Source: an optimization exercise on an open RTL-to-GDS flow (aim: small area). Production flows keep margins and buffers that such runs may drop.
The RTL was checked by simulation tests, not by an equivalence proof against the original design.

==> flow/design.v <==
`timescale 1 ns / 1 ns
module filter(
  input                clk         ,
  input                reset       ,
  input                sample_en   ,
  input signed [11:0]  filter_in   ,
  input [15:0]         coefdata    ,
  input                coefdata_en ,
  output signed [11:0] filter_out  ,
  output               out_valid
  );
  wire start = sample_en & ~coefdata_en;
  reg        busy;       
  reg        run;        
  reg  [5:0] s;          
  reg  [5:0] kk;         
  reg  [5:0] gd;         
  reg  [3:0] tj;         
  reg  [2:0] ta;
  reg  [5:0] f;          
  reg  [5:0] nsamp;      
  reg        pend;       
  reg  [2:0] v;          
  reg [11:0] out_reg;
  reg        valid_reg;
  reg [15:0] cr [0:60];
  reg [15:0] e  [0:2];
  wire       vany  = |v;
  wire       gapok = (kk == 6'd0) | (kk == 6'd4) | (kk == 6'd8) | (kk == 6'd12) | (kk == 6'd16) | (kk == 6'd20) | (kk == 6'd24) | (kk == 6'd28) | (kk == 6'd32) | (kk == 6'd36) | (kk == 6'd40) | (kk == 6'd44) | (kk == 6'd48) | (kk == 6'd52) | (kk == 6'd56) | (kk == 6'd60);
  wire       insc  = gapok & (vany | coefdata_en);
  wire [15:0] newc = v[2] ? e[2] : v[1] ? e[1] : v[0] ? e[0] : coefdata;
  integer i;
  always @(posedge clk) begin
    for (i = 0; i < 60; i = i + 1) cr[i] <= cr[i+1];
    cr[60] <= cr[0];
    if (insc) begin
      if (kk == 6'd0) cr[59] <= newc;
      if (kk == 6'd4) cr[55] <= newc;
      if (kk == 6'd8) cr[51] <= newc;
      if (kk == 6'd12) cr[47] <= newc;
      if (kk == 6'd16) cr[43] <= newc;
      if (kk == 6'd20) cr[39] <= newc;
      if (kk == 6'd24) cr[35] <= newc;
      if (kk == 6'd28) cr[31] <= newc;
      if (kk == 6'd32) cr[27] <= newc;
      if (kk == 6'd36) cr[23] <= newc;
      if (kk == 6'd40) cr[19] <= newc;
      if (kk == 6'd44) cr[15] <= newc;
      if (kk == 6'd48) cr[11] <= newc;
      if (kk == 6'd52) cr[7] <= newc;
      if (kk == 6'd56) cr[3] <= newc;
      if (kk == 6'd60) cr[60] <= newc;
    end
    e[0] <= coefdata; e[1] <= e[0]; e[2] <= e[1];
  end
  reg [11:0] dr [0:60];
  reg [11:0] xb;
  wire insd = pend & (gd == 6'd0);
  always @(posedge clk) begin
    for (i = 0; i < 60; i = i + 1) dr[i] <= dr[i+1];
    dr[60] <= insd ? xb : dr[0];
    if (start) xb <= filter_in;
  end
  reg [15:0] ctap;
  always @(*) begin
    case (ta)
      3'd0: ctap = cr[0];
      3'd1: ctap = cr[1];
      3'd2: ctap = cr[2];
      3'd3: ctap = cr[3];
      3'd4: ctap = cr[4];
      3'd5: ctap = cr[5];
      default: ctap = cr[6];
    endcase
  end
  reg [11:0] dtap;
  always @(*) begin
    case (tj)
      4'd0: dtap = dr[0];
      4'd1: dtap = dr[7];
      4'd2: dtap = dr[14];
      4'd3: dtap = dr[21];
      4'd4: dtap = dr[28];
      4'd5: dtap = dr[35];
      4'd6: dtap = dr[42];
      4'd7: dtap = dr[49];
      default: dtap = dr[56];
    endcase
  end
  wire       go   = busy & ~run & ~vany;
  wire       mac  = run | go;
  wire       last = run & (s == 6'd60);
  wire [6:0] kr   = {1'b0, kk} + {4'd0, ta} + 7'd1;       
  wire [5:0] k    = (kr >= 7'd61) ? kr - 7'd61 : kr[5:0];
  wire       val  = (k >= f) & (k < nsamp);               
  wire [11:0] xa  = val ? dtap : 12'd0;
  wire [15:0] cb  = ctap;
  reg  [27:0] accn;       
  wire [27:0] s0n;
  wire ppn_0_0 = ~(xa[0] & cb[0]);
  wire ppn_0_1 = ~(xa[0] & cb[1]);
  wire ppn_0_2 = ~(xa[0] & cb[2]);
  wire ppn_0_3 = ~(xa[0] & cb[3]);
  wire ppn_0_4 = ~(xa[0] & cb[4]);
  wire ppn_0_5 = ~(xa[0] & cb[5]);
  wire ppn_0_6 = ~(xa[0] & cb[6]);
  wire ppn_0_7 = ~(xa[0] & cb[7]);
  wire ppn_0_8 = ~(xa[0] & cb[8]);
  wire ppn_0_9 = ~(xa[0] & cb[9]);
  wire ppn_0_10 = ~(xa[0] & cb[10]);
  wire ppn_0_11 = ~(xa[0] & cb[11]);
  wire ppn_0_12 = ~(xa[0] & cb[12]);
  wire ppn_0_13 = ~(xa[0] & cb[13]);
  wire ppn_0_14 = ~(xa[0] & cb[14]);
  wire ppn_0_15 = xa[0] & cb[15];
  wire ppn_1_0 = ~(xa[1] & cb[0]);
  wire ppn_1_1 = ~(xa[1] & cb[1]);
  wire ppn_1_2 = ~(xa[1] & cb[2]);
  wire ppn_1_3 = ~(xa[1] & cb[3]);
  wire ppn_1_4 = ~(xa[1] & cb[4]);
  wire ppn_1_5 = ~(xa[1] & cb[5]);
  wire ppn_1_6 = ~(xa[1] & cb[6]);
  wire ppn_1_7 = ~(xa[1] & cb[7]);
  wire ppn_1_8 = ~(xa[1] & cb[8]);
  wire ppn_1_9 = ~(xa[1] & cb[9]);
  wire ppn_1_10 = ~(xa[1] & cb[10]);
  wire ppn_1_11 = ~(xa[1] & cb[11]);
  wire ppn_1_12 = ~(xa[1] & cb[12]);
  wire ppn_1_13 = ~(xa[1] & cb[13]);
  wire ppn_1_14 = ~(xa[1] & cb[14]);
  wire ppn_1_15 = xa[1] & cb[15];
  wire ppn_2_0 = ~(xa[2] & cb[0]);
  wire ppn_2_1 = ~(xa[2] & cb[1]);
  wire ppn_2_2 = ~(xa[2] & cb[2]);
  wire ppn_2_3 = ~(xa[2] & cb[3]);
  wire ppn_2_4 = ~(xa[2] & cb[4]);
  wire ppn_2_5 = ~(xa[2] & cb[5]);
  wire ppn_2_6 = ~(xa[2] & cb[6]);
  wire ppn_2_7 = ~(xa[2] & cb[7]);
  wire ppn_2_8 = ~(xa[2] & cb[8]);
  wire ppn_2_9 = ~(xa[2] & cb[9]);
  wire ppn_2_10 = ~(xa[2] & cb[10]);
  wire ppn_2_11 = ~(xa[2] & cb[11]);
  wire ppn_2_12 = ~(xa[2] & cb[12]);
  wire ppn_2_13 = ~(xa[2] & cb[13]);
  wire ppn_2_14 = ~(xa[2] & cb[14]);
  wire ppn_2_15 = xa[2] & cb[15];
  wire ppn_3_0 = ~(xa[3] & cb[0]);
  wire ppn_3_1 = ~(xa[3] & cb[1]);
  wire ppn_3_2 = ~(xa[3] & cb[2]);
  wire ppn_3_3 = ~(xa[3] & cb[3]);
  wire ppn_3_4 = ~(xa[3] & cb[4]);
  wire ppn_3_5 = ~(xa[3] & cb[5]);
  wire ppn_3_6 = ~(xa[3] & cb[6]);
  wire ppn_3_7 = ~(xa[3] & cb[7]);
  wire ppn_3_8 = ~(xa[3] & cb[8]);
  wire ppn_3_9 = ~(xa[3] & cb[9]);
  wire ppn_3_10 = ~(xa[3] & cb[10]);
  wire ppn_3_11 = ~(xa[3] & cb[11]);
  wire ppn_3_12 = ~(xa[3] & cb[12]);
  wire ppn_3_13 = ~(xa[3] & cb[13]);
  wire ppn_3_14 = ~(xa[3] & cb[14]);
  wire ppn_3_15 = xa[3] & cb[15];
  wire ppn_4_0 = ~(xa[4] & cb[0]);
  wire ppn_4_1 = ~(xa[4] & cb[1]);
  wire ppn_4_2 = ~(xa[4] & cb[2]);
  wire ppn_4_3 = ~(xa[4] & cb[3]);
  wire ppn_4_4 = ~(xa[4] & cb[4]);
  wire ppn_4_5 = ~(xa[4] & cb[5]);
  wire ppn_4_6 = ~(xa[4] & cb[6]);
  wire ppn_4_7 = ~(xa[4] & cb[7]);
  wire ppn_4_8 = ~(xa[4] & cb[8]);
  wire ppn_4_9 = ~(xa[4] & cb[9]);
  wire ppn_4_10 = ~(xa[4] & cb[10]);
  wire ppn_4_11 = ~(xa[4] & cb[11]);
  wire ppn_4_12 = ~(xa[4] & cb[12]);
  wire ppn_4_13 = ~(xa[4] & cb[13]);
  wire ppn_4_14 = ~(xa[4] & cb[14]);
  wire ppn_4_15 = xa[4] & cb[15];
  wire ppn_5_0 = ~(xa[5] & cb[0]);
  wire ppn_5_1 = ~(xa[5] & cb[1]);
  wire ppn_5_2 = ~(xa[5] & cb[2]);
  wire ppn_5_3 = ~(xa[5] & cb[3]);
  wire ppn_5_4 = ~(xa[5] & cb[4]);
  wire ppn_5_5 = ~(xa[5] & cb[5]);
  wire ppn_5_6 = ~(xa[5] & cb[6]);
  wire ppn_5_7 = ~(xa[5] & cb[7]);
  wire ppn_5_8 = ~(xa[5] & cb[8]);
  wire ppn_5_9 = ~(xa[5] & cb[9]);
  wire ppn_5_10 = ~(xa[5] & cb[10]);
  wire ppn_5_11 = ~(xa[5] & cb[11]);
  wire ppn_5_12 = ~(xa[5] & cb[12]);
  wire ppn_5_13 = ~(xa[5] & cb[13]);
  wire ppn_5_14 = ~(xa[5] & cb[14]);
  wire ppn_5_15 = xa[5] & cb[15];
  wire ppn_6_0 = ~(xa[6] & cb[0]);
  wire ppn_6_1 = ~(xa[6] & cb[1]);
  wire ppn_6_2 = ~(xa[6] & cb[2]);
  wire ppn_6_3 = ~(xa[6] & cb[3]);
  wire ppn_6_4 = ~(xa[6] & cb[4]);
  wire ppn_6_5 = ~(xa[6] & cb[5]);
  wire ppn_6_6 = ~(xa[6] & cb[6]);
  wire ppn_6_7 = ~(xa[6] & cb[7]);
  wire ppn_6_8 = ~(xa[6] & cb[8]);
  wire ppn_6_9 = ~(xa[6] & cb[9]);
  wire ppn_6_10 = ~(xa[6] & cb[10]);
  wire ppn_6_11 = ~(xa[6] & cb[11]);
  wire ppn_6_12 = ~(xa[6] & cb[12]);
  wire ppn_6_13 = ~(xa[6] & cb[13]);
  wire ppn_6_14 = ~(xa[6] & cb[14]);
  wire ppn_6_15 = xa[6] & cb[15];
  wire ppn_7_0 = ~(xa[7] & cb[0]);
  wire ppn_7_1 = ~(xa[7] & cb[1]);
  wire ppn_7_2 = ~(xa[7] & cb[2]);
  wire ppn_7_3 = ~(xa[7] & cb[3]);
  wire ppn_7_4 = ~(xa[7] & cb[4]);
  wire ppn_7_5 = ~(xa[7] & cb[5]);
  wire ppn_7_6 = ~(xa[7] & cb[6]);
  wire ppn_7_7 = ~(xa[7] & cb[7]);
  wire ppn_7_8 = ~(xa[7] & cb[8]);
  wire ppn_7_9 = ~(xa[7] & cb[9]);
  wire ppn_7_10 = ~(xa[7] & cb[10]);
  wire ppn_7_11 = ~(xa[7] & cb[11]);
  wire ppn_7_12 = ~(xa[7] & cb[12]);
  wire ppn_7_13 = ~(xa[7] & cb[13]);
  wire ppn_7_14 = ~(xa[7] & cb[14]);
  wire ppn_7_15 = xa[7] & cb[15];
  wire ppn_8_0 = ~(xa[8] & cb[0]);
  wire ppn_8_1 = ~(xa[8] & cb[1]);
  wire ppn_8_2 = ~(xa[8] & cb[2]);
  wire ppn_8_3 = ~(xa[8] & cb[3]);
  wire ppn_8_4 = ~(xa[8] & cb[4]);
  wire ppn_8_5 = ~(xa[8] & cb[5]);
  wire ppn_8_6 = ~(xa[8] & cb[6]);
  wire ppn_8_7 = ~(xa[8] & cb[7]);
  wire ppn_8_8 = ~(xa[8] & cb[8]);
  wire ppn_8_9 = ~(xa[8] & cb[9]);
  wire ppn_8_10 = ~(xa[8] & cb[10]);
  wire ppn_8_11 = ~(xa[8] & cb[11]);
  wire ppn_8_12 = ~(xa[8] & cb[12]);
  wire ppn_8_13 = ~(xa[8] & cb[13]);
  wire ppn_8_14 = ~(xa[8] & cb[14]);
  wire ppn_8_15 = xa[8] & cb[15];
  wire ppn_9_0 = ~(xa[9] & cb[0]);
  wire ppn_9_1 = ~(xa[9] & cb[1]);
  wire ppn_9_2 = ~(xa[9] & cb[2]);
  wire ppn_9_3 = ~(xa[9] & cb[3]);
  wire ppn_9_4 = ~(xa[9] & cb[4]);
  wire ppn_9_5 = ~(xa[9] & cb[5]);
  wire ppn_9_6 = ~(xa[9] & cb[6]);
  wire ppn_9_7 = ~(xa[9] & cb[7]);
  wire ppn_9_8 = ~(xa[9] & cb[8]);
  wire ppn_9_9 = ~(xa[9] & cb[9]);
  wire ppn_9_10 = ~(xa[9] & cb[10]);
  wire ppn_9_11 = ~(xa[9] & cb[11]);
  wire ppn_9_12 = ~(xa[9] & cb[12]);
  wire ppn_9_13 = ~(xa[9] & cb[13]);
  wire ppn_9_14 = ~(xa[9] & cb[14]);
  wire ppn_9_15 = xa[9] & cb[15];
  wire ppn_10_0 = ~(xa[10] & cb[0]);
  wire ppn_10_1 = ~(xa[10] & cb[1]);
  wire ppn_10_2 = ~(xa[10] & cb[2]);
  wire ppn_10_3 = ~(xa[10] & cb[3]);
  wire ppn_10_4 = ~(xa[10] & cb[4]);
  wire ppn_10_5 = ~(xa[10] & cb[5]);
  wire ppn_10_6 = ~(xa[10] & cb[6]);
  wire ppn_10_7 = ~(xa[10] & cb[7]);
  wire ppn_10_8 = ~(xa[10] & cb[8]);
  wire ppn_10_9 = ~(xa[10] & cb[9]);
  wire ppn_10_10 = ~(xa[10] & cb[10]);
  wire ppn_10_11 = ~(xa[10] & cb[11]);
  wire ppn_10_12 = ~(xa[10] & cb[12]);
  wire ppn_10_13 = ~(xa[10] & cb[13]);
  wire ppn_10_14 = ~(xa[10] & cb[14]);
  wire ppn_10_15 = xa[10] & cb[15];
  wire ppn_11_0 = xa[11] & cb[0];
  wire ppn_11_1 = xa[11] & cb[1];
  wire ppn_11_2 = xa[11] & cb[2];
  wire ppn_11_3 = xa[11] & cb[3];
  wire ppn_11_4 = xa[11] & cb[4];
  wire ppn_11_5 = xa[11] & cb[5];
  wire ppn_11_6 = xa[11] & cb[6];
  wire ppn_11_7 = xa[11] & cb[7];
  wire ppn_11_8 = xa[11] & cb[8];
  wire ppn_11_9 = xa[11] & cb[9];
  wire ppn_11_10 = xa[11] & cb[10];
  wire ppn_11_11 = xa[11] & cb[11];
  wire ppn_11_12 = xa[11] & cb[12];
  wire ppn_11_13 = xa[11] & cb[13];
  wire ppn_11_14 = xa[11] & cb[14];
  wire ppn_11_15 = ~(xa[11] & cb[15]);
  wire s0, c0;
  fir_han u0 (.a(ppn_0_11), .b(ppn_1_10), .s(s0), .co(c0));
  wire s1, c1;
  fir_han u1 (.a(ppn_0_12), .b(ppn_1_11), .s(s1), .co(c1));
  wire s2, c2;
  fir_han u2 (.a(ppn_0_13), .b(ppn_1_12), .s(s2), .co(c2));
  wire s3, c3;
  fir_han u3 (.a(ppn_0_14), .b(ppn_1_13), .s(s3), .co(c3));
  wire s4, c4;
  fir_ha u4 (.a(ppn_0_15), .b(ppn_1_14), .s(s4), .co(c4));
  wire s5, c5;
  fir_han u5 (.a(ppn_0_8), .b(ppn_1_7), .s(s5), .co(c5));
  wire s6, c6;
  fir_fa u6 (.a(ppn_0_9), .b(ppn_1_8), .c(ppn_2_7), .s(s6), .co(c6));
  wire s7, c7;
  fir_han u7 (.a(ppn_3_6), .b(ppn_4_5), .s(s7), .co(c7));
  wire s8, c8;
  fir_fa u8 (.a(ppn_0_10), .b(ppn_1_9), .c(ppn_2_8), .s(s8), .co(c8));
  wire s9, c9;
  fir_fa u9 (.a(ppn_3_7), .b(ppn_4_6), .c(ppn_5_5), .s(s9), .co(c9));
  wire s10, c10;
  fir_han u10 (.a(ppn_6_4), .b(ppn_7_3), .s(s10), .co(c10));
  wire s11, c11;
  fir_ha u11 (.a(s0), .b(ppn_2_9), .s(s11), .co(c11));
  wire s12, c12;
  fir_fa u12 (.a(ppn_3_8), .b(ppn_4_7), .c(ppn_5_6), .s(s12), .co(c12));
  wire s13, c13;
  fir_fa u13 (.a(ppn_6_5), .b(ppn_7_4), .c(ppn_8_3), .s(s13), .co(c13));
  wire s14, c14;
  fir_han u14 (.a(ppn_9_2), .b(ppn_10_1), .s(s14), .co(c14));
  wire s15, c15;
  fir_fa u15 (.a(c0), .b(s1), .c(ppn_2_10), .s(s15), .co(c15));
  wire s16, c16;
  fir_fa u16 (.a(ppn_3_9), .b(ppn_4_8), .c(ppn_5_7), .s(s16), .co(c16));
  wire s17, c17;
  fir_fa u17 (.a(ppn_6_6), .b(ppn_7_5), .c(ppn_8_4), .s(s17), .co(c17));
  wire s18, c18;
  fir_fa u18 (.a(ppn_9_3), .b(ppn_10_2), .c(ppn_11_1), .s(s18), .co(c18));
  wire s19, c19;
  fir_fa u19 (.a(c1), .b(s2), .c(ppn_2_11), .s(s19), .co(c19));
  wire s20, c20;
  fir_fa u20 (.a(ppn_3_10), .b(ppn_4_9), .c(ppn_5_8), .s(s20), .co(c20));
  wire s21, c21;
  fir_fa u21 (.a(ppn_6_7), .b(ppn_7_6), .c(ppn_8_5), .s(s21), .co(c21));
  wire s22, c22;
  fir_fa u22 (.a(ppn_9_4), .b(ppn_10_3), .c(ppn_11_2), .s(s22), .co(c22));
  wire s23, c23;
  fir_fa u23 (.a(c2), .b(s3), .c(ppn_2_12), .s(s23), .co(c23));
  wire s24, c24;
  fir_fa u24 (.a(ppn_3_11), .b(ppn_4_10), .c(ppn_5_9), .s(s24), .co(c24));
  wire s25, c25;
  fir_fa u25 (.a(ppn_6_8), .b(ppn_7_7), .c(ppn_8_6), .s(s25), .co(c25));
  wire s26, c26;
  fir_fa u26 (.a(ppn_9_5), .b(ppn_10_4), .c(ppn_11_3), .s(s26), .co(c26));
  wire s27, c27;
  fir_fa u27 (.a(c3), .b(s4), .c(ppn_2_13), .s(s27), .co(c27));
  wire s28, c28;
  fir_fa u28 (.a(ppn_3_12), .b(ppn_4_11), .c(ppn_5_10), .s(s28), .co(c28));
  wire s29, c29;
  fir_fa u29 (.a(ppn_6_9), .b(ppn_7_8), .c(ppn_8_7), .s(s29), .co(c29));
  wire s30, c30;
  fir_fa u30 (.a(ppn_9_6), .b(ppn_10_5), .c(ppn_11_4), .s(s30), .co(c30));
  wire s31, c31;
  fir_fa u31 (.a(c4), .b(ppn_1_15), .c(ppn_2_14), .s(s31), .co(c31));
  wire s32, c32;
  fir_fa u32 (.a(ppn_3_13), .b(ppn_4_12), .c(ppn_5_11), .s(s32), .co(c32));
  wire s33, c33;
  fir_fa u33 (.a(ppn_6_10), .b(ppn_7_9), .c(ppn_8_8), .s(s33), .co(c33));
  wire s34, c34;
  fir_fa u34 (.a(ppn_9_7), .b(ppn_10_6), .c(ppn_11_5), .s(s34), .co(c34));
  wire s35, c35;
  fir_fa u35 (.a(ppn_2_15), .b(ppn_3_14), .c(ppn_4_13), .s(s35), .co(c35));
  wire s36, c36;
  fir_fa u36 (.a(ppn_5_12), .b(ppn_6_11), .c(ppn_7_10), .s(s36), .co(c36));
  wire s37, c37;
  fir_fa u37 (.a(ppn_8_9), .b(ppn_9_8), .c(ppn_10_7), .s(s37), .co(c37));
  wire s38, c38;
  fir_fa u38 (.a(ppn_3_15), .b(ppn_4_14), .c(ppn_5_13), .s(s38), .co(c38));
  wire s39, c39;
  fir_fa u39 (.a(ppn_6_12), .b(ppn_7_11), .c(ppn_8_10), .s(s39), .co(c39));
  wire s40, c40;
  fir_fa u40 (.a(ppn_4_15), .b(ppn_5_14), .c(ppn_6_13), .s(s40), .co(c40));
  wire s41, c41;
  fir_han u41 (.a(ppn_0_5), .b(ppn_1_4), .s(s41), .co(c41));
  wire s42, c42;
  fir_fa u42 (.a(ppn_0_6), .b(ppn_1_5), .c(ppn_2_4), .s(s42), .co(c42));
  wire s43, c43;
  fir_han u43 (.a(ppn_3_3), .b(ppn_4_2), .s(s43), .co(c43));
  wire s44, c44;
  fir_fa u44 (.a(ppn_0_7), .b(ppn_1_6), .c(ppn_2_5), .s(s44), .co(c44));
  wire s45, c45;
  fir_fa u45 (.a(ppn_3_4), .b(ppn_4_3), .c(ppn_5_2), .s(s45), .co(c45));
  wire s46, c46;
  fir_han u46 (.a(ppn_6_1), .b(ppn_7_0), .s(s46), .co(c46));
  wire s47, c47;
  fir_fa u47 (.a(s5), .b(ppn_2_6), .c(ppn_3_5), .s(s47), .co(c47));
  wire s48, c48;
  fir_fa u48 (.a(ppn_4_4), .b(ppn_5_3), .c(ppn_6_2), .s(s48), .co(c48));
  wire s49, c49;
  fir_fa u49 (.a(ppn_7_1), .b(ppn_8_0), .c(accn[8]), .s(s49), .co(c49));
  wire s50, c50;
  fir_fa u50 (.a(c5), .b(s6), .c(s7), .s(s50), .co(c50));
  wire s51, c51;
  fir_fa u51 (.a(ppn_5_4), .b(ppn_6_3), .c(ppn_7_2), .s(s51), .co(c51));
  wire s52, c52;
  fir_fa u52 (.a(ppn_8_1), .b(ppn_9_0), .c(accn[9]), .s(s52), .co(c52));
  wire s53, c53;
  fir_fa u53 (.a(c6), .b(c7), .c(s8), .s(s53), .co(c53));
  wire s54, c54;
  fir_fa u54 (.a(s9), .b(s10), .c(ppn_8_2), .s(s54), .co(c54));
  wire s55, c55;
  fir_fa u55 (.a(ppn_9_1), .b(ppn_10_0), .c(accn[10]), .s(s55), .co(c55));
  wire s56, c56;
  fir_fa u56 (.a(c8), .b(c9), .c(c10), .s(s56), .co(c56));
  wire s57, c57;
  fir_fa u57 (.a(s11), .b(s12), .c(s13), .s(s57), .co(c57));
  wire s58, c58;
  fir_fa u58 (.a(s14), .b(ppn_11_0), .c(accn[11]), .s(s58), .co(c58));
  wire s59, c59;
  fir_fa u59 (.a(c11), .b(c12), .c(c13), .s(s59), .co(c59));
  wire s60, c60;
  fir_fa u60 (.a(c14), .b(s15), .c(s16), .s(s60), .co(c60));
  wire s61, c61;
  fir_fa u61 (.a(s17), .b(s18), .c(accn[12]), .s(s61), .co(c61));
  wire s62, c62;
  fir_fa u62 (.a(c15), .b(c16), .c(c17), .s(s62), .co(c62));
  wire s63, c63;
  fir_fa u63 (.a(c18), .b(s19), .c(s20), .s(s63), .co(c63));
  wire s64, c64;
  fir_fa u64 (.a(s21), .b(s22), .c(accn[13]), .s(s64), .co(c64));
  wire s65, c65;
  fir_fa u65 (.a(c19), .b(c20), .c(c21), .s(s65), .co(c65));
  wire s66, c66;
  fir_fa u66 (.a(c22), .b(s23), .c(s24), .s(s66), .co(c66));
  wire s67, c67;
  fir_fa u67 (.a(s25), .b(s26), .c(accn[14]), .s(s67), .co(c67));
  wire s68, c68;
  fir_fa u68 (.a(c23), .b(c24), .c(c25), .s(s68), .co(c68));
  wire s69, c69;
  fir_fa u69 (.a(c26), .b(s27), .c(s28), .s(s69), .co(c69));
  wire s70, c70;
  fir_fa u70 (.a(s29), .b(s30), .c(accn[15]), .s(s70), .co(c70));
  wire s71, c71;
  fir_fa u71 (.a(c27), .b(c28), .c(c29), .s(s71), .co(c71));
  wire s72, c72;
  fir_fa u72 (.a(c30), .b(s31), .c(s32), .s(s72), .co(c72));
  wire s73, c73;
  fir_fa u73 (.a(s33), .b(s34), .c(accn[16]), .s(s73), .co(c73));
  wire s74, c74;
  fir_fa u74 (.a(c31), .b(c32), .c(c33), .s(s74), .co(c74));
  wire s75, c75;
  fir_fa u75 (.a(c34), .b(s35), .c(s36), .s(s75), .co(c75));
  wire s76, c76;
  fir_fa u76 (.a(s37), .b(ppn_11_6), .c(accn[17]), .s(s76), .co(c76));
  wire s77, c77;
  fir_fa u77 (.a(c35), .b(c36), .c(c37), .s(s77), .co(c77));
  wire s78, c78;
  fir_fa u78 (.a(s38), .b(s39), .c(ppn_9_9), .s(s78), .co(c78));
  wire s79, c79;
  fir_fa u79 (.a(ppn_10_8), .b(ppn_11_7), .c(accn[18]), .s(s79), .co(c79));
  wire s80, c80;
  fir_fa u80 (.a(c38), .b(c39), .c(s40), .s(s80), .co(c80));
  wire s81, c81;
  fir_fa u81 (.a(ppn_7_12), .b(ppn_8_11), .c(ppn_9_10), .s(s81), .co(c81));
  wire s82, c82;
  fir_fa u82 (.a(ppn_10_9), .b(ppn_11_8), .c(accn[19]), .s(s82), .co(c82));
  wire s83, c83;
  fir_fa u83 (.a(c40), .b(ppn_5_15), .c(ppn_6_14), .s(s83), .co(c83));
  wire s84, c84;
  fir_fa u84 (.a(ppn_7_13), .b(ppn_8_12), .c(ppn_9_11), .s(s84), .co(c84));
  wire s85, c85;
  fir_fa u85 (.a(ppn_10_10), .b(ppn_11_9), .c(accn[20]), .s(s85), .co(c85));
  wire s86, c86;
  fir_fa u86 (.a(ppn_6_15), .b(ppn_7_14), .c(ppn_8_13), .s(s86), .co(c86));
  wire s87, c87;
  fir_fa u87 (.a(ppn_9_12), .b(ppn_10_11), .c(ppn_11_10), .s(s87), .co(c87));
  wire s88, c88;
  fir_fa u88 (.a(ppn_7_15), .b(ppn_8_14), .c(ppn_9_13), .s(s88), .co(c88));
  wire s89, c89;
  fir_han u89 (.a(ppn_0_3), .b(ppn_1_2), .s(s89), .co(c89));
  wire s90, c90;
  fir_fa u90 (.a(ppn_0_4), .b(ppn_1_3), .c(ppn_2_2), .s(s90), .co(c90));
  wire s91, c91;
  fir_han u91 (.a(ppn_3_1), .b(ppn_4_0), .s(s91), .co(c91));
  wire s92, c92;
  fir_fa u92 (.a(s41), .b(ppn_2_3), .c(ppn_3_2), .s(s92), .co(c92));
  wire s93, c93;
  fir_fa u93 (.a(ppn_4_1), .b(ppn_5_0), .c(accn[5]), .s(s93), .co(c93));
  wire s94, c94;
  fir_fa u94 (.a(c41), .b(s42), .c(s43), .s(s94), .co(c94));
  wire s95, c95;
  fir_fa u95 (.a(ppn_5_1), .b(ppn_6_0), .c(accn[6]), .s(s95), .co(c95));
  wire s96, c96;
  fir_fa u96 (.a(c42), .b(c43), .c(s44), .s(s96), .co(c96));
  wire s97, c97;
  fir_fa u97 (.a(s45), .b(s46), .c(accn[7]), .s(s97), .co(c97));
  wire s98, c98;
  fir_fa u98 (.a(c44), .b(c45), .c(c46), .s(s98), .co(c98));
  wire s99, c99;
  fir_fa u99 (.a(s47), .b(s48), .c(s49), .s(s99), .co(c99));
  wire s100, c100;
  fir_fa u100 (.a(c47), .b(c48), .c(c49), .s(s100), .co(c100));
  wire s101, c101;
  fir_fa u101 (.a(s50), .b(s51), .c(s52), .s(s101), .co(c101));
  wire s102, c102;
  fir_fa u102 (.a(c50), .b(c51), .c(c52), .s(s102), .co(c102));
  wire s103, c103;
  fir_fa u103 (.a(s53), .b(s54), .c(s55), .s(s103), .co(c103));
  wire s104, c104;
  fir_fa u104 (.a(c53), .b(c54), .c(c55), .s(s104), .co(c104));
  wire s105, c105;
  fir_fa u105 (.a(s56), .b(s57), .c(s58), .s(s105), .co(c105));
  wire s106, c106;
  fir_fa u106 (.a(c56), .b(c57), .c(c58), .s(s106), .co(c106));
  wire s107, c107;
  fir_fa u107 (.a(s59), .b(s60), .c(s61), .s(s107), .co(c107));
  wire s108, c108;
  fir_fa u108 (.a(c59), .b(c60), .c(c61), .s(s108), .co(c108));
  wire s109, c109;
  fir_fa u109 (.a(s62), .b(s63), .c(s64), .s(s109), .co(c109));
  wire s110, c110;
  fir_fa u110 (.a(c62), .b(c63), .c(c64), .s(s110), .co(c110));
  wire s111, c111;
  fir_fa u111 (.a(s65), .b(s66), .c(s67), .s(s111), .co(c111));
  wire s112, c112;
  fir_fa u112 (.a(c65), .b(c66), .c(c67), .s(s112), .co(c112));
  wire s113, c113;
  fir_fa u113 (.a(s68), .b(s69), .c(s70), .s(s113), .co(c113));
  wire s114, c114;
  fir_fa u114 (.a(c68), .b(c69), .c(c70), .s(s114), .co(c114));
  wire s115, c115;
  fir_fa u115 (.a(s71), .b(s72), .c(s73), .s(s115), .co(c115));
  wire s116, c116;
  fir_fa u116 (.a(c71), .b(c72), .c(c73), .s(s116), .co(c116));
  wire s117, c117;
  fir_fa u117 (.a(s74), .b(s75), .c(s76), .s(s117), .co(c117));
  wire s118, c118;
  fir_fa u118 (.a(c74), .b(c75), .c(c76), .s(s118), .co(c118));
  wire s119, c119;
  fir_fa u119 (.a(s77), .b(s78), .c(s79), .s(s119), .co(c119));
  wire s120, c120;
  fir_fa u120 (.a(c77), .b(c78), .c(c79), .s(s120), .co(c120));
  wire s121, c121;
  fir_fa u121 (.a(s80), .b(s81), .c(s82), .s(s121), .co(c121));
  wire s122, c122;
  fir_fa u122 (.a(c80), .b(c81), .c(c82), .s(s122), .co(c122));
  wire s123, c123;
  fir_fa u123 (.a(s83), .b(s84), .c(s85), .s(s123), .co(c123));
  wire s124, c124;
  fir_fa u124 (.a(c83), .b(c84), .c(c85), .s(s124), .co(c124));
  wire s125, c125;
  fir_fa u125 (.a(s86), .b(s87), .c(accn[21]), .s(s125), .co(c125));
  wire s126, c126;
  fir_fa u126 (.a(c86), .b(c87), .c(s88), .s(s126), .co(c126));
  wire s127, c127;
  fir_fa u127 (.a(ppn_10_12), .b(ppn_11_11), .c(accn[22]), .s(s127), .co(c127));
  wire s128, c128;
  fir_fa u128 (.a(c88), .b(ppn_8_15), .c(ppn_9_14), .s(s128), .co(c128));
  wire s129, c129;
  fir_fa u129 (.a(ppn_10_13), .b(ppn_11_12), .c(accn[23]), .s(s129), .co(c129));
  wire s130, c130;
  fir_fa u130 (.a(ppn_9_15), .b(ppn_10_14), .c(ppn_11_13), .s(s130), .co(c130));
  wire s131, c131;
  fir_han u131 (.a(ppn_0_2), .b(ppn_1_1), .s(s131), .co(c131));
  wire s132, c132;
  fir_fa u132 (.a(s89), .b(ppn_2_1), .c(ppn_3_0), .s(s132), .co(c132));
  wire s133, c133;
  fir_fa u133 (.a(c89), .b(s90), .c(s91), .s(s133), .co(c133));
  wire s134, c134;
  fir_fa u134 (.a(c90), .b(c91), .c(s92), .s(s134), .co(c134));
  wire s135, c135;
  fir_fa u135 (.a(c92), .b(c93), .c(s94), .s(s135), .co(c135));
  wire s136, c136;
  fir_fa u136 (.a(c94), .b(c95), .c(s96), .s(s136), .co(c136));
  wire s137, c137;
  fir_fa u137 (.a(c96), .b(c97), .c(s98), .s(s137), .co(c137));
  wire s138, c138;
  fir_fa u138 (.a(c98), .b(c99), .c(s100), .s(s138), .co(c138));
  wire s139, c139;
  fir_fa u139 (.a(c100), .b(c101), .c(s102), .s(s139), .co(c139));
  wire s140, c140;
  fir_fa u140 (.a(c102), .b(c103), .c(s104), .s(s140), .co(c140));
  wire s141, c141;
  fir_fa u141 (.a(c104), .b(c105), .c(s106), .s(s141), .co(c141));
  wire s142, c142;
  fir_fa u142 (.a(c106), .b(c107), .c(s108), .s(s142), .co(c142));
  wire s143, c143;
  fir_fa u143 (.a(c108), .b(c109), .c(s110), .s(s143), .co(c143));
  wire s144, c144;
  fir_fa u144 (.a(c110), .b(c111), .c(s112), .s(s144), .co(c144));
  wire s145, c145;
  fir_fa u145 (.a(c112), .b(c113), .c(s114), .s(s145), .co(c145));
  wire s146, c146;
  fir_fa u146 (.a(c114), .b(c115), .c(s116), .s(s146), .co(c146));
  wire s147, c147;
  fir_fa u147 (.a(c116), .b(c117), .c(s118), .s(s147), .co(c147));
  wire s148, c148;
  fir_fa u148 (.a(c118), .b(c119), .c(s120), .s(s148), .co(c148));
  wire s149, c149;
  fir_fa u149 (.a(c120), .b(c121), .c(s122), .s(s149), .co(c149));
  wire s150, c150;
  fir_fa u150 (.a(c122), .b(c123), .c(s124), .s(s150), .co(c150));
  wire s151, c151;
  fir_fa u151 (.a(c124), .b(c125), .c(s126), .s(s151), .co(c151));
  wire s152, c152;
  fir_fa u152 (.a(c126), .b(c127), .c(s128), .s(s152), .co(c152));
  wire s153, c153;
  fir_fa u153 (.a(c128), .b(c129), .c(s130), .s(s153), .co(c153));
  wire s154, c154;
  fir_fa u154 (.a(c130), .b(ppn_10_15), .c(ppn_11_14), .s(s154), .co(c154));
  wire s155, c155;
  fir_han u155 (.a(ppn_0_1), .b(ppn_1_0), .s(s155), .co(c155));
  wire s156, c156;
  fir_fa u156 (.a(s131), .b(ppn_2_0), .c(accn[2]), .s(s156), .co(c156));
  wire s157, c157;
  fir_fa u157 (.a(c131), .b(s132), .c(accn[3]), .s(s157), .co(c157));
  wire s158, c158;
  fir_fa u158 (.a(c132), .b(s133), .c(accn[4]), .s(s158), .co(c158));
  wire s159, c159;
  fir_fa u159 (.a(c133), .b(s134), .c(s93), .s(s159), .co(c159));
  wire s160, c160;
  fir_fa u160 (.a(c134), .b(s135), .c(s95), .s(s160), .co(c160));
  wire s161, c161;
  fir_fa u161 (.a(c135), .b(s136), .c(s97), .s(s161), .co(c161));
  wire s162, c162;
  fir_fa u162 (.a(c136), .b(s137), .c(s99), .s(s162), .co(c162));
  wire s163, c163;
  fir_fa u163 (.a(c137), .b(s138), .c(s101), .s(s163), .co(c163));
  wire s164, c164;
  fir_fa u164 (.a(c138), .b(s139), .c(s103), .s(s164), .co(c164));
  wire s165, c165;
  fir_fa u165 (.a(c139), .b(s140), .c(s105), .s(s165), .co(c165));
  wire s166, c166;
  fir_fa u166 (.a(c140), .b(s141), .c(s107), .s(s166), .co(c166));
  wire s167, c167;
  fir_fa u167 (.a(c141), .b(s142), .c(s109), .s(s167), .co(c167));
  wire s168, c168;
  fir_fa u168 (.a(c142), .b(s143), .c(s111), .s(s168), .co(c168));
  wire s169, c169;
  fir_fa u169 (.a(c143), .b(s144), .c(s113), .s(s169), .co(c169));
  wire s170, c170;
  fir_fa u170 (.a(c144), .b(s145), .c(s115), .s(s170), .co(c170));
  wire s171, c171;
  fir_fa u171 (.a(c145), .b(s146), .c(s117), .s(s171), .co(c171));
  wire s172, c172;
  fir_fa u172 (.a(c146), .b(s147), .c(s119), .s(s172), .co(c172));
  wire s173, c173;
  fir_fa u173 (.a(c147), .b(s148), .c(s121), .s(s173), .co(c173));
  wire s174, c174;
  fir_fa u174 (.a(c148), .b(s149), .c(s123), .s(s174), .co(c174));
  wire s175, c175;
  fir_fa u175 (.a(c149), .b(s150), .c(s125), .s(s175), .co(c175));
  wire s176, c176;
  fir_fa u176 (.a(c150), .b(s151), .c(s127), .s(s176), .co(c176));
  wire s177, c177;
  fir_fa u177 (.a(c151), .b(s152), .c(s129), .s(s177), .co(c177));
  wire s178, c178;
  fir_fa u178 (.a(c152), .b(s153), .c(accn[24]), .s(s178), .co(c178));
  wire s179, c179;
  fir_fa u179 (.a(c153), .b(s154), .c(accn[25]), .s(s179), .co(c179));
  wire s180, c180;
  fir_fa u180 (.a(c154), .b(ppn_11_15), .c(accn[26]), .s(s180), .co(c180));
  wire s181, c181;
  fir_han u181 (.a(ppn_0_0), .b(accn[0]), .s(s181), .co(c181));
  wire s182, c182;
  fir_fa u182 (.a(s155), .b(accn[1]), .c(c181), .s(s182), .co(c182));
  wire s183, c183;
  fir_fa u183 (.a(c155), .b(s156), .c(c182), .s(s183), .co(c183));
  wire s184, c184;
  fir_fa u184 (.a(c156), .b(s157), .c(c183), .s(s184), .co(c184));
  wire s185, c185;
  fir_fa u185 (.a(c157), .b(s158), .c(c184), .s(s185), .co(c185));
  wire s186, c186;
  fir_fa u186 (.a(c158), .b(s159), .c(c185), .s(s186), .co(c186));
  wire s187, c187;
  fir_fa u187 (.a(c159), .b(s160), .c(c186), .s(s187), .co(c187));
  wire s188, c188;
  fir_fa u188 (.a(c160), .b(s161), .c(c187), .s(s188), .co(c188));
  wire s189, c189;
  fir_fa u189 (.a(c161), .b(s162), .c(c188), .s(s189), .co(c189));
  wire s190, c190;
  fir_fa u190 (.a(c162), .b(s163), .c(c189), .s(s190), .co(c190));
  wire s191, c191;
  fir_fa u191 (.a(c163), .b(s164), .c(c190), .s(s191), .co(c191));
  wire s192, c192;
  fir_fa u192 (.a(c164), .b(s165), .c(c191), .s(s192), .co(c192));
  wire s193, c193;
  fir_fa u193 (.a(c165), .b(s166), .c(c192), .s(s193), .co(c193));
  wire s194, c194;
  fir_fa u194 (.a(c166), .b(s167), .c(c193), .s(s194), .co(c194));
  wire s195, c195;
  fir_fa u195 (.a(c167), .b(s168), .c(c194), .s(s195), .co(c195));
  wire s196, c196;
  fir_fa u196 (.a(c168), .b(s169), .c(c195), .s(s196), .co(c196));
  wire s197, c197;
  fir_fa u197 (.a(c169), .b(s170), .c(c196), .s(s197), .co(c197));
  wire s198, c198;
  fir_fa u198 (.a(c170), .b(s171), .c(c197), .s(s198), .co(c198));
  wire s199, c199;
  fir_fa u199 (.a(c171), .b(s172), .c(c198), .s(s199), .co(c199));
  wire s200, c200;
  fir_fa u200 (.a(c172), .b(s173), .c(c199), .s(s200), .co(c200));
  wire s201, c201;
  fir_fa u201 (.a(c173), .b(s174), .c(c200), .s(s201), .co(c201));
  wire s202, c202;
  fir_fa u202 (.a(c174), .b(s175), .c(c201), .s(s202), .co(c202));
  wire s203, c203;
  fir_fa u203 (.a(c175), .b(s176), .c(c202), .s(s203), .co(c203));
  wire s204, c204;
  fir_fa u204 (.a(c176), .b(s177), .c(c203), .s(s204), .co(c204));
  wire s205, c205;
  fir_fa u205 (.a(c177), .b(s178), .c(c204), .s(s205), .co(c205));
  wire s206, c206;
  fir_fa u206 (.a(c178), .b(s179), .c(c205), .s(s206), .co(c206));
  wire s207, c207;
  fir_fa u207 (.a(c179), .b(s180), .c(c206), .s(s207), .co(c207));
  wire s208, c208;
  fir_fa u208 (.a(c180), .b(accn[27]), .c(c207), .s(s208), .co(c208));
  assign s0n = {s208, s207, s206, s205, s204, s203, s202, s201, s200, s199, s198, s197, s196, s195, s194, s193, s192, s191, s190, s189, s188, s187, s186, s185, s184, s183, s182, s181};
  wire sp = (xa == 12'h800) & (cb == 16'h8000);    
  wire [27:0] sumn = {~(s0n[27] ^ sp), s0n[26:0]};    
  always @(posedge clk) accn <= mac ? sumn : 28'hfffffff;
  wire [27:0] sum = ~sumn;
  wire        rnd = sum[15] & (sum[16] | (|sum[14:0]));
  wire [11:0] y;
  wire [12:0] yc;
  assign yc[0] = rnd;
  genvar g;
  generate for (g = 0; g < 12; g = g + 1) begin : yinc
    fir_ha u (.a(sum[16+g]), .b(yc[g]), .s(y[g]), .co(yc[g+1]));
  end endgenerate
  wire [1:0] de = {1'b0, insc} + {1'b0, start};    
  always @(posedge clk or posedge reset) begin
    if (reset) begin
      busy <= 1'b0; run <= 1'b0; s <= 6'd0; kk <= 6'd0; gd <= 6'd0;
      tj <= 4'd1; ta <= 3'd6; f <= 6'd61; nsamp <= 6'd0; pend <= 1'b0;
      v <= 3'd0; out_reg <= 12'd0; valid_reg <= 1'b0;
    end else begin
      if (!insc) kk <= (kk == 6'd60) ? 6'd0 : kk + 6'd1;
      v[0] <= coefdata_en & ~(insc & ~vany);
      v[1] <= v[0] & ~(insc & v[0] & ~v[1] & ~v[2]);
      v[2] <= v[1] & ~(insc & v[1] & ~v[2]);
      if (start) gd <= (gd == 6'd0) ? 6'd59 : (gd == 6'd1) ? 6'd60 : gd - 6'd2;
      else       gd <= (gd == 6'd0) ? 6'd60 : gd - 6'd1;
      if (start) pend <= 1'b1;
      else if (insd) pend <= 1'b0;
      if (de == 2'd1) begin
        if (ta != 3'd6) ta <= ta + 3'd1;
        else if (tj != 4'd0) begin tj <= tj - 4'd1; ta <= 3'd0; end
        else begin tj <= 4'd8; ta <= 3'd2; end
      end else if (de == 2'd2) begin
        if (ta <= 3'd4) ta <= ta + 3'd2;
        else if (tj != 4'd0) begin tj <= tj - 4'd1; ta <= ta - 3'd5; end
        else begin tj <= 4'd8; ta <= ta - 3'd3; end
      end
      if (start) begin
        busy <= 1'b1;
        if (nsamp != 6'd61) nsamp <= nsamp + 6'd1;
      end
      if (go) run <= 1'b1;
      if (mac) s <= s + 6'd1;
      if (last) begin
        busy <= 1'b0; run <= 1'b0; s <= 6'd0;
        out_reg <= y;
      end
      valid_reg <= last;
      if (coefdata_en && f != 6'd2) f <= f - 6'd1;
    end
  end
  assign filter_out = out_reg;
  assign out_valid  = valid_reg;
endmodule
module fir_fa(input a, input b, input c, output s, output co);
  assign s  = a ^ b ^ c;
  assign co = (a & b) | (a & c) | (b & c);
endmodule
module fir_ha(input a, input b, output s, output co);
  assign s  = a ^ b;
  assign co = a & b;
endmodule
module fir_han(input a, input b, output s, output co);
  fir_xnor ux (.a(a), .b(b), .y(s));
  fir_or   uo (.a(a), .b(b), .y(co));
endmodule
module fir_xnor(input a, input b, output y);
  assign y = ~(a ^ b);
endmodule
module fir_or(input a, input b, output y);
  assign y = a | b;
endmodule
==> flow/flow/run.sh <==
#!/bin/bash
# Layout flow: the standard flow (standard.sh, ORFS) with three ORFS settings
# changed; its output goes to standard.log, ORFS's own logs to orfs/logs/.
#  - REMOVE_ABC_BUFFERS=1: drop the buffers that ABC put on high-fanout nets
#    (the clock period is long; repair_design adds back any that are needed)
#  - port buffers of the smallest buffer cell
#  - clock tree without dummy loads
set -eo pipefail
bash standard.sh \
  REMOVE_ABC_BUFFERS=1 \
  "BUFFER_PORTS_ARGS=-buffer_cell sky130_fd_sc_hd__buf_1" \
  "CTS_ARGS=-sink_clustering_enable -repair_clock_nets -sink_clustering_size 18 -sink_clustering_max_diameter 70 -buf_list sky130_fd_sc_hd__clkbuf_8 -dont_use_dummy_load" \
  finish > standard.log 2>&1
==> flow/standard.sh <==
#!/bin/bash
# synth_recipe.tcl (not shown) runs the flow's synth.tcl, then flattens the netlist and writes it again
# the make line also repeats each setting of config.mk as NAME=value (left out here)
make -C /OpenROAD-flow-scripts/flow DESIGN_CONFIG=/design/flow/config.mk WORK_HOME=/design/flow/orfs CLKGATE_MAP_FILE= SYNTH_SCRIPT=/design/flow/synth_recipe.tcl "${@:-finish}"
==> flow/config.mk <==
export PLATFORM = sky130hd
export DESIGN_NAME = filter
export DESIGN_NICKNAME = filter
export VERILOG_FILES = /design/flow/design.v
export SDC_FILE = /design/flow/constraint.sdc
export NUM_CORES = 4
export LEC_CHECK = 0
export CAP_MARGIN = 10
export CORE_MARGIN = 2
export CORE_UTILIZATION = 72
export CTS_BUF_LIST = sky130_fd_sc_hd__clkbuf_16
export CTS_CLUSTER_DIAMETER = 100
export CTS_CLUSTER_SIZE = 30
export GPL_TIMING_DRIVEN = 0
export SLEW_MARGIN = 10
export SYNTH_HIERARCHICAL = 1
export SYNTH_MINIMUM_KEEP_SIZE = 0
==> flow/constraint.sdc <==
create_clock -name core_clock -period 50.0 [get_ports {clk}]
set_input_delay 10.0000 -clock core_clock [delete_from_list [all_inputs] [get_ports {clk}]]
set_output_delay 10.0000 -clock core_clock [all_outputs]
set_load 0.01 [all_outputs]
==> results of run 1 <==
Yosys cell counts (28+ instances only):
| master | n |
|---|---|
| sky130_fd_sc_hd__clkbuf_1 | 113 |
| sky130_fd_sc_hd__inv_1 | 49 |
| sky130_fd_sc_hd__a21oi_1 | 223 |
| sky130_fd_sc_hd__dfrtp_1 | 48 |
| sky130_fd_sc_hd__xnor2_1 | 30 |
| sky130_fd_sc_hd__mux2_2 | 55 |
| sky130_fd_sc_hd__fa_1 | 192 |
| sky130_fd_sc_hd__nand2b_1 | 28 |
| sky130_fd_sc_hd__nor2_1 | 242 |
| sky130_fd_sc_hd__o21ai_0 | 124 |
| sky130_fd_sc_hd__ha_1 | 51 |
| sky130_fd_sc_hd__mux2i_1 | 38 |
| sky130_fd_sc_hd__dfxtp_1 | 1784 |
| sky130_fd_sc_hd__nand2_1 | 335 |
worst register-to-register path, delay by kind of cell (launching register included):
kind | cells | cell delay, ns
adders and majority gates | 30 | 12.17
and+or+nand+nor | 7 | 1.76
DFF | 1 | 1.26
xor gates and xnor gates | 4 | 0.97
AOI/OAI and AO/OA | 5 | 0.93
muxes | 1 | 0.26
buffers and inverters | 1 | 0.22
modules after synthesis, one instance, submodules excluded, a selection:
module	cell area, um^2	flip-flops and latches
fir_fa	20.0	0
fir_ha	12.5	0
filter	46000	1852
fir_xnor	8.76	0
fir_or	6.26	0
how the worst max path moves through the flow:
stage / to / slack [ns] / cells after the start
detailed placement: out_reg[11] / 32.34 / 48
floorplan: out_reg[11] / 32.64 / 47
CTS: out_reg[11] / 32.36 / 48
global placement: out_reg[11] / 30.65 / 47
global route: out_reg[11] / 31.65 / 48
finish: out_reg[11] / 32.36 / 48
layout make-up:
class | count | share of cell area (%)
Sequential cell | 1852 | 70.6
Antenna cell | 1 | 0.00471
Inverter | 50 | 0.353
Multi-Input combinational cell | 1596 | 22.8
Timing Repair Buffer | 70 | 1.07
Clock buffer | 116 | 3.01
Tap cell | 931 | 2.19
per-stage QoR:
stage          instance area (um^2)  setup slack, ns
3_5_place_dp                  51400            32.34
2_1_floorplan                 49600            32.64
6_report                      53100            32.36
5_1_grt                       53100            31.65
4_1_cts                       53000            32.36
3_3_place_gp                  50900            30.65
kinds of logic (layout without fill, tap and decap cells):
kind of cell	Yosys count	count (layout)	share of synthesized area, %
AOI/OAI and AO/OA	457	457	5.24
xor gates and xnor gates	40	40	0.697
adders and majority gates	244	244	8.94
buffers and inverters	204	236	1.75
DFF	1852	1852	74.6
muxes	99	99	2.21
other	0	1	0
and+or+nand+nor	756	756	6.59
per-layer routing:
metal  up-vias  routed length [um]  track usage, %
met4         0                2120            7.82
met5         -                   0               0
met1     12000               40400            34.2
met2       513               37400            37.5
met3       144                3330            3.51
li1      11800                   -               -
==> results.cfg, run 1 <==
[yosys]
postSynth.asyncResetShare_pct = 3.02
synth_largest_type_area_fraction_pct = 71.1
ys.warnings.count = 10
synth_seq_area_share_pct = 74.6
synth.distinct_cells = 80
netlist_area_mm2 = 0.0503
synth.ff_latch_count = 1852
synth.area.top_cells = sky130_fd_sc_hd__dfxtp_1 71%, sky130_fd_sc_hd__fa_1 7.6%, sky130_fd_sc_hd__nand2_1 2.5%
yosysTopAreaCell = sky130_fd_sc_hd__dfxtp_1
synth_ff_type = sky130_fd_sc_hd__dfxtp_1
synthesis.area_per_instance_um2 = 13.8
number_of_synthesized_flops_with_an_enable_pin = 12
synthCells = 3652

[timing]
setup_viol_count_final = 0
timing.final.crit_share_pct = 35.3
tightest_slew_ns = 1.23
layout_min_cycle_time_ns = 17.64
fin_hold_ws_ns = 0.271
max_freq_mhz = 56.7
final_hold_viol_count = 0
worst_clock_skew_ns = 0.133
slew_violations = 0
tightest_slew_margin_relative_to_the_limit_pct = 17.1
rsz0062_at_grt = false
finalSetupTns_ns = 0

[place]
post-place-cells = 4496
io_buffers = 44
finalWeightedCongestion = 0.835
place_hpwl_um = 54500

[global_routing]
maximum_number_of_pins_on_one_net_before_global_route_repair = 49
grt_antenna_before_repair = 1
total_congestion_overflow = 0
globalRouteTotalUtil_pct = 23.7
grt_first_pass_wirelength_um = 133000
number_of_global_route_vias_before_repair = 25400

[cts]
clock_tree_buf_depth = 3
cts_tree = built
postCtsResizedCells = 0
clk_pin_slew_ns = 0.10
clock_insertion_delay_worst_skew_ns = 0.80
ctsHtreeMaxLevel = 3
cts.sink_count = 1852
post_cts.repair.setup_buffers = 0
cts_made_buffers = 116
cts-root-buf = sky130_fd_sc_hd__clkbuf_8
postCtsHoldBufs = 0

[route]
drt-wirelength-per-cell_um = 18.0
drc = 0
drc_marker_count_from_the_first_detailed_route_iteration = 1568
initial_drt_pass_iterations = 7
vias = 24400
drt.antenna.violating_nets = 0
drt_wl_total_um = 83300
drt-vias-per-instance = 5.29

[worst_setup_path]
path_common_cell = sky130_fd_sc_hd__fa_1
top_family_by_delay_on_critical_path = adder cells
critPathRequiredTime_ns = 50.65
r2r-start = ta[2]
slowest_delay_ns = 1.26
worst_setup_path_start_kind = flop
path_max_fanout = 48
worstPathBufferInverterCount = 1
startpoint = ta[2]
critical_path_arrival_ns = 18.28
worstRegToRegCells = 48
critical_setup_path_class = reg2reg
r2r-end = out_reg[11]
slowest_cell_on_the_critical_path = sky130_fd_sc_hd__dfstp_2
cp-end-kind = flop
r2r_setup_slack_ns = 32.36

[layout]
number_of_fill_cells = 4142
multi_input_logic_area_mm2 = 0.0121
reg.largest.list = cr x976, dr x732, e x48
layout.cells.most_common_list = 1784 x sky130_fd_sc_hd__dfxtp_1, 335 x sky130_fd_sc_hd__nand2_1, 233 x sky130_fd_sc_hd__nor2_1
flow.area_growth_from_synthesis_pct = 5.63
nets = 3961
biggest_register = cr
layout.core_utilization_pct = 77.1
most_common_cell_after_layout_fill_and_taps_aside = sky130_fd_sc_hd__dfxtp_1
layout-drive-gt1-share_pct = 7.38
final_cells = 4616
largest_register_ffs = 976
regArea_mm2 = 0.0375

[die]
die_w_um = 268
die-area_mm2 = 0.0719
boundaryPins = 45
placement_rows = 96
initial_standard_cell_utilization_of_the_core_pct = 73.0
core_box_area_mm2 = 0.0688
dieHeight_um = 268

[worst_hold_path]
hp-class = reg2reg
critical_hold_path_startpoint = dr[60][8]
holdPathStages = 0
timing.hold.worst_endpoint = dr[59][8]

[outcome]
run_status = finished clean

[flow_run]
maxCapViolCount = 0
==> inputs of run 2 (changes only) <==
--- a/flow/config.mk
+++ b/flow/config.mk
@@ -9,3 +9,3 @@
 export CORE_MARGIN = 2
-export CORE_UTILIZATION = 72
+export CORE_UTILIZATION = 80
 export CTS_BUF_LIST = sky130_fd_sc_hd__clkbuf_16
==> results.cfg, run 2 <==
[outcome]
run_status = finished clean

[die]
boundaryPins = 45
placement_rows = 91
dieHeight_um = 255
die-area_mm2 = 0.0649
die_w_um = 255
core_box_area_mm2 = 0.0619
initial_standard_cell_utilization_of_the_core_pct = 81.2

[worst_hold_path]
holdPathStages = 0
critical_hold_path_startpoint = dr[33][6]
timing.hold.worst_endpoint = dr[32][6]
hp-class = reg2reg

[timing]
finalSetupTns_ns = 0
finalWorstSetupSlack_ns = 32.15
tightest_slew_ns = 1.24
slew_violations = 0
final_hold_viol_count = 0
layout_min_cycle_time_ns = 17.85
setup_viol_count_final = 0
max_freq_mhz = 56.0
timing.final.crit_share_pct = 35.7
rsz0062_at_grt = false
worst_clock_skew_ns = 0.145
tightest_slew_margin_relative_to_the_limit_pct = 17.1

[yosys]
ys.warnings.count = 10
synthesis.area_per_instance_um2 = 13.8
yosys.area_share.adder_pct = 8.94
netlist_area_mm2 = 0.0503
synth_seq_area_share_pct = 74.6
synth_most_common_cell = sky130_fd_sc_hd__dfxtp_1
yosysTopAreaCell = sky130_fd_sc_hd__dfxtp_1
dominant_combinational_cell_family_by_area_after_synthesis = adder cells
synth_largest_type_area_fraction_pct = 71.1
synth_ff_type = sky130_fd_sc_hd__dfxtp_1
synth.ff_latch_count = 1852
synth-simple-area-share_pct = 6.59
synth.distinct_cells = 80
synth-xor-area-share_pct = 0.697
synth.area.mux_share_pct = 2.21
synth.area.top_cells = sky130_fd_sc_hd__dfxtp_1 71%, sky130_fd_sc_hd__fa_1 7.6%, sky130_fd_sc_hd__nand2_1 2.5%
postSynth.asyncResetShare_pct = 3.02
synthCells = 3652
netlist_top_cells_count = 1784 x sky130_fd_sc_hd__dfxtp_1, 335 x sky130_fd_sc_hd__nand2_1, 242 x sky130_fd_sc_hd__nor2_1
fraction_of_the_mapped_netlist_area_in_compound_gates_pct = 5.24
number_of_synthesized_flops_with_an_enable_pin = 12

[layout]
nets = 3957
most_common_cell_after_layout_fill_and_taps_aside = sky130_fd_sc_hd__dfxtp_1
final_instance_area_mm2 = 0.0529
reg.largest.list = cr x976, dr x732, e x48
biggest_register = cr
layout.core_utilization_pct = 85.4
largest_register_ffs = 976
flow.area_growth_from_synthesis_pct = 5.25
layout.cells.most_common_list = 1784 x sky130_fd_sc_hd__dfxtp_1, 335 x sky130_fd_sc_hd__nand2_1, 233 x sky130_fd_sc_hd__nor2_1
layout-drive-gt1-share_pct = 7.28

[worst_setup_path]
critical_path_arrival_ns = 18.50
cp-end-kind = flop
worstRegToRegCells = 48
r2r_setup_slack_ns = 32.15
path_max_fanout = 48
top_family_by_delay_on_critical_path = adder cells
worstPathBufferInverterCount = 1
critical_setup_path_class = reg2reg
slowest_delay_ns = 1.27
r2r-end = out_reg[11]
slowest_cell_on_the_critical_path = sky130_fd_sc_hd__dfstp_2
path_common_cell = sky130_fd_sc_hd__fa_1
startpoint = ta[2]
critPathRequiredTime_ns = 50.66
worst_setup_path_start_kind = flop
r2r-start = ta[2]

[flow_run]
maxCapViolCount = 0

[route]
drc = 0
drt-wirelength-per-cell_um = 21.7
drc_marker_count_from_the_first_detailed_route_iteration = 1731
drt_wl_total_um = 98300
drt.antenna.violating_nets = 0
vias = 25700
initial_drt_pass_iterations = 6
drt-vias-per-instance = 5.69

[global_routing]
grt_first_pass_wirelength_um = 153000
number_of_global_route_vias_before_repair = 27900
groute.layer.met3.usage_pct = 4.82
grt_busiest_layer = met2
total_congestion_overflow = 0
grt_antenna_before_repair = 2
maximum_number_of_pins_on_one_net_before_global_route_repair = 49
met1_usage_pct = 40.4
met2_demand_to_capacity_share_in_global_routing_pct = 53.4
globalRouteTotalUtil_pct = 31.2

[place]
finalWeightedCongestion = 0.848
placed_instance_area_mm2 = 0.0513
placement.setup.worst_slack_ns = 32.26
place_hpwl_um = 60000
io_buffers = 44

[cts]
ctsHtreeMaxLevel = 3
postCtsResizedCells = 0
clock_tree_buf_depth = 3
clock_insertion_delay_worst_skew_ns = 0.81
cts_made_buffers = 115
cts_tree = built
postCtsHoldBufs = 0
cts-root-buf = sky130_fd_sc_hd__clkbuf_8
cts.sink_count = 1852
post_cts.repair.setup_buffers = 0
clk_pin_slew_ns = 0.11
## run 2: cell counts after synthesis
Identical to the previous run, type by type.
## run 2: cells by family (layout without fill, tap and decap cells)
| kind of cell | after synthesis | count (layout) |
|---|---|---|
| multiplexers | 99 | 99 |
| other | 0 | 2 |
| XOR/XNOR | 40 | 40 |
| AO/OA/AOI/OAI | 457 | 457 |
| AND/OR/NAND/NOR | 756 | 756 |
| flip-flops | 1852 | 1852 |
| buffers and inverters | 204 | 232 |
| adder cells (fa/ha/maj) | 244 | 244 |
## run 2: worst max path at each step
stage / endpoint / slack [ns] / cells past startpoint
final: out_reg[11] / 32.15 / 48
after global routing: out_reg[11] / 31.40 / 48
after CTS: out_reg[11] / 32.21 / 48
after detailed placement: out_reg[11] / 32.26 / 48
after global placement: out_reg[11] / 30.78 / 47
after floorplan: out_reg[11] / 32.64 / 47
## run 2: modules after synthesis (local to each module, per instance), a selection
module    flops+latches  copies in the design
fir_or                0                    16
fir_xnor              0                    16
fir_fa                0                   191
fir_ha                0                    14
filter             1852                     1
## run 2: final cells by class
type / count / area (um^2)
antenna: 2 / 5.00
inverter: 50 / 188
timing repair buffer: 67 / 512
fill: 2739 / 9030
multi-input combinational: 1596 / 12100
sequential: 1852 / 37500
clock buffer: 115 / 1580
tap: 837 / 1050
## run 2: metrics by stage
stage	instances	hold slack [ns]
after floorplan	3498	0.310
after global placement	4379	0.309
after detailed placement	4401	0.312
after CTS	4516	0.224
after global routing	4518	0.235
final	4519	0.251
## run 2: per-layer routing
layer	vias to the layer above	routed length [um]
met5	-	0
met4	0	3150
met3	225	5150
met2	848	49300
met1	12900	40700
li1	11700	-
==> inputs of run 3 (changes only) <==
--- a/flow/config.mk
+++ b/flow/config.mk
@@ -9,3 +9,3 @@
 export CORE_MARGIN = 2
-export CORE_UTILIZATION = 80
+export CORE_UTILIZATION = 65
 export CTS_BUF_LIST = sky130_fd_sc_hd__clkbuf_16
==> results.cfg, run 3 <==
[timing]
timing.final.crit_share_pct = 35.4
slew_violations = 0
finalSetupTns_ns = 0
worst_clock_skew_ns = 0.126
setup_viol_count_final = 0
rsz0062_at_grt = false
tightest_slew_ns = 1.22
final_hold_viol_count = 0
fin_hold_ws_ns = 0.287
max_freq_mhz = 56.5
layout_min_cycle_time_ns = 17.70
tightest_slew_margin_relative_to_the_limit_pct = 18.0

[place]
post-place-cells = 4600
io_buffers = 44
place_hpwl_um = 54400
finalWeightedCongestion = 0.836

[yosys]
synth_ff_type = sky130_fd_sc_hd__dfxtp_1
synth_seq_area_share_pct = 74.6
synth_most_common_cell = sky130_fd_sc_hd__dfxtp_1
ys.warnings.count = 10
synth.distinct_cells = 80
synthesis.area_per_instance_um2 = 13.8
netlist_top_cells_count = 1784 x sky130_fd_sc_hd__dfxtp_1, 335 x sky130_fd_sc_hd__nand2_1, 242 x sky130_fd_sc_hd__nor2_1
netlist_area_mm2 = 0.0503
postSynth.asyncResetShare_pct = 3.02
synth.area.top_cells = sky130_fd_sc_hd__dfxtp_1 71%, sky130_fd_sc_hd__fa_1 7.6%, sky130_fd_sc_hd__nand2_1 2.5%
synth.ff_latch_count = 1852
synthCells = 3652
synth_largest_type_area_fraction_pct = 71.1
number_of_synthesized_flops_with_an_enable_pin = 12
yosysTopAreaCell = sky130_fd_sc_hd__dfxtp_1

[worst_setup_path]
r2r-end = out_reg[11]
path_common_cell = sky130_fd_sc_hd__fa_1
path_max_fanout = 48
r2r_setup_slack_ns = 32.30
critPathRequiredTime_ns = 50.63
r2r-start = ta[2]
critical_path_arrival_ns = 18.33
cp-end-kind = flop
worstRegToRegCells = 48
critical_setup_path_class = reg2reg
slowest_cell_on_the_critical_path = sky130_fd_sc_hd__dfstp_2
worst_setup_path_start_kind = flop
slowest_delay_ns = 1.23

[cts]
cts_made_buffers = 115
cts_tree = built
clk_pin_slew_ns = 0.10
cts.sink_count = 1852
clock_insertion_delay_worst_skew_ns = 0.78
post_cts.repair.setup_buffers = 0
cts-root-buf = sky130_fd_sc_hd__clkbuf_8
ctsHtreeMaxLevel = 3
postCtsHoldBufs = 0
postCtsResizedCells = 0
clock_tree_buf_depth = 3

[die]
initial_standard_cell_utilization_of_the_core_pct = 66.0
die_w_um = 282
boundaryPins = 45
placement_rows = 101
dieHeight_um = 282
die-area_mm2 = 0.0796
core_box_area_mm2 = 0.0762

[layout]
layout-drive-gt1-share_pct = 7.38
layout.cells.most_common_list = 1784 x sky130_fd_sc_hd__dfxtp_1, 335 x sky130_fd_sc_hd__nand2_1, 233 x sky130_fd_sc_hd__nor2_1
largest_register_ffs = 976
nets = 3962
final_cells = 4716
reg.largest.list = cr x976, dr x732, e x48
flow.area_growth_from_synthesis_pct = 5.84
biggest_register = cr
most_common_cell_after_layout_fill_and_taps_aside = sky130_fd_sc_hd__dfxtp_1

[route]
drc_marker_count_from_the_first_detailed_route_iteration = 1474
drc = 0
drt-wirelength-per-cell_um = 17.6
vias = 24300
drt-vias-per-instance = 5.16
drt_wl_total_um = 83200
initial_drt_pass_iterations = 5
drt.antenna.violating_nets = 0

[flow_run]
maxCapViolCount = 0

[outcome]
run_status = finished clean

[global_routing]
maximum_number_of_pins_on_one_net_before_global_route_repair = 49
globalRouteTotalUtil_pct = 21.5
grt_antenna_before_repair = 1
grt_first_pass_wirelength_um = 135000
number_of_global_route_vias_before_repair = 25500
total_congestion_overflow = 0

[worst_hold_path]
timing.hold.worst_endpoint = cr[37][15]
holdPathStages = 0
hp-class = reg2reg
critical_hold_path_startpoint = cr[38][15]
==> run 3: cell counts after synthesis <==
Identical to the previous run, type by type.
==> run 3: metrics by stage <==
stage	instance area [um^2]	utilization (%)	setup WS, ns
after floorplan	49600	-	32.64
after global placement	51000	67.0	30.66
after detailed placement	51600	67.7	32.26
after CTS	53200	69.8	32.23
after global routing	53200	69.8	31.55
final	53200	69.8	32.30
==> run 3: modules after synthesis (local to each module, per instance), a selection <==
module	area, um^2	flops+latches	cells inside	copies in the design
filter	46000	1852	3415	1
fir_fa	20.0	0	1	191
fir_ha	12.5	0	1	14
fir_or	6.26	0	1	16
fir_xnor	8.76	0	1	16
==> run 3: cells by family after synthesis <==
| kind of cell | share of synthesized area, % |
|---|---|
| multiplexers | 2.21 |
| XOR/XNOR | 0.697 |
| flip-flops | 74.6 |
| buffers and inverters | 1.75 |
| AO/OA/AOI/OAI | 5.24 |
| AND/OR/NAND/NOR | 6.59 |
| adder cells (fa/ha/maj) | 8.94 |
==> run 3: layout make-up <==
class / count / area [um^2]
fill: 5285 / 23000
antenna: 1 / 2.50
tap: 1030 / 1290
sequential: 1852 / 37500
inverter: 50 / 188
clock buffer: 115 / 1580
timing repair buffer: 72 / 566
multi-input combinational: 1596 / 12100
==> run 3: layer usage <==
metal  part of all wire (%)  global-route usage (%)
met5                      0                       0
met4                    2.3                    6.29
met3                    3.6                    3.16
met2                     45                    33.8
met1                     50                    31.4
==> run 3: worst max-delay path by stage <==
stage,start,end,slack (ns),depth (start not counted)
after floorplan,ta[2],out_reg[11],32.64,47
after global placement,ta[2],out_reg[11],30.66,46
after detailed placement,ta[2],out_reg[11],32.26,48
after CTS,ta[2],out_reg[11],32.23,48
after global routing,ta[2],out_reg[11],31.55,48
final,ta[2],out_reg[11],32.30,48
==> run 3: critical path, delay by kind of cell (launching register included) <==
family                   cells  cell delay [ns]
adder cells (fa/ha/maj)     30            12.20
buffers and inverters        1             0.22
XOR/XNOR                     4             1.01
AO/OA/AOI/OAI                5             0.94
AND/OR/NAND/NOR              7             1.67
multiplexers                 1             0.26
flip-flops                   1             1.23

separate check: timing with driven ports:
The flow's constraints put no driver on any port. The routed layouts listed below were extracted and timed again, unchanged, in two steps. Step 1 (the two cells are an assumption about what drives the block):
set clk [get_ports {clk}]
set_driving_cell -lib_cell sky130_fd_sc_hd__clkbuf_16 $clk
set_driving_cell -lib_cell sky130_fd_sc_hd__buf_2 [delete_from_list [all_inputs] $clk]
Step 2, shift: input delay + t, output delay - t, t = (earliest + latest rising clock arrival at the registers) / 2. This alone moves slack from input paths to output paths. Three values: ideal, step 1, step 2; two values: the first two.
run	t (ns)	setup slack, ns	worst setup path after step 2	latest minus earliest clock arrival (ns)	worst slew at a driven data input, ns
run 1	0.801	32.364 / 32.364 / 32.364	register to register	0.134 / 0.133	0.07
run 2	0.804	32.154 / 32.154 / 32.154	register to register	0.149 / 0.149	0.07
run 3	0.780	32.302 / 32.302 / 32.302	register to register	0.127 / 0.126	0.07
After both steps setup and hold are still met in every run listed.
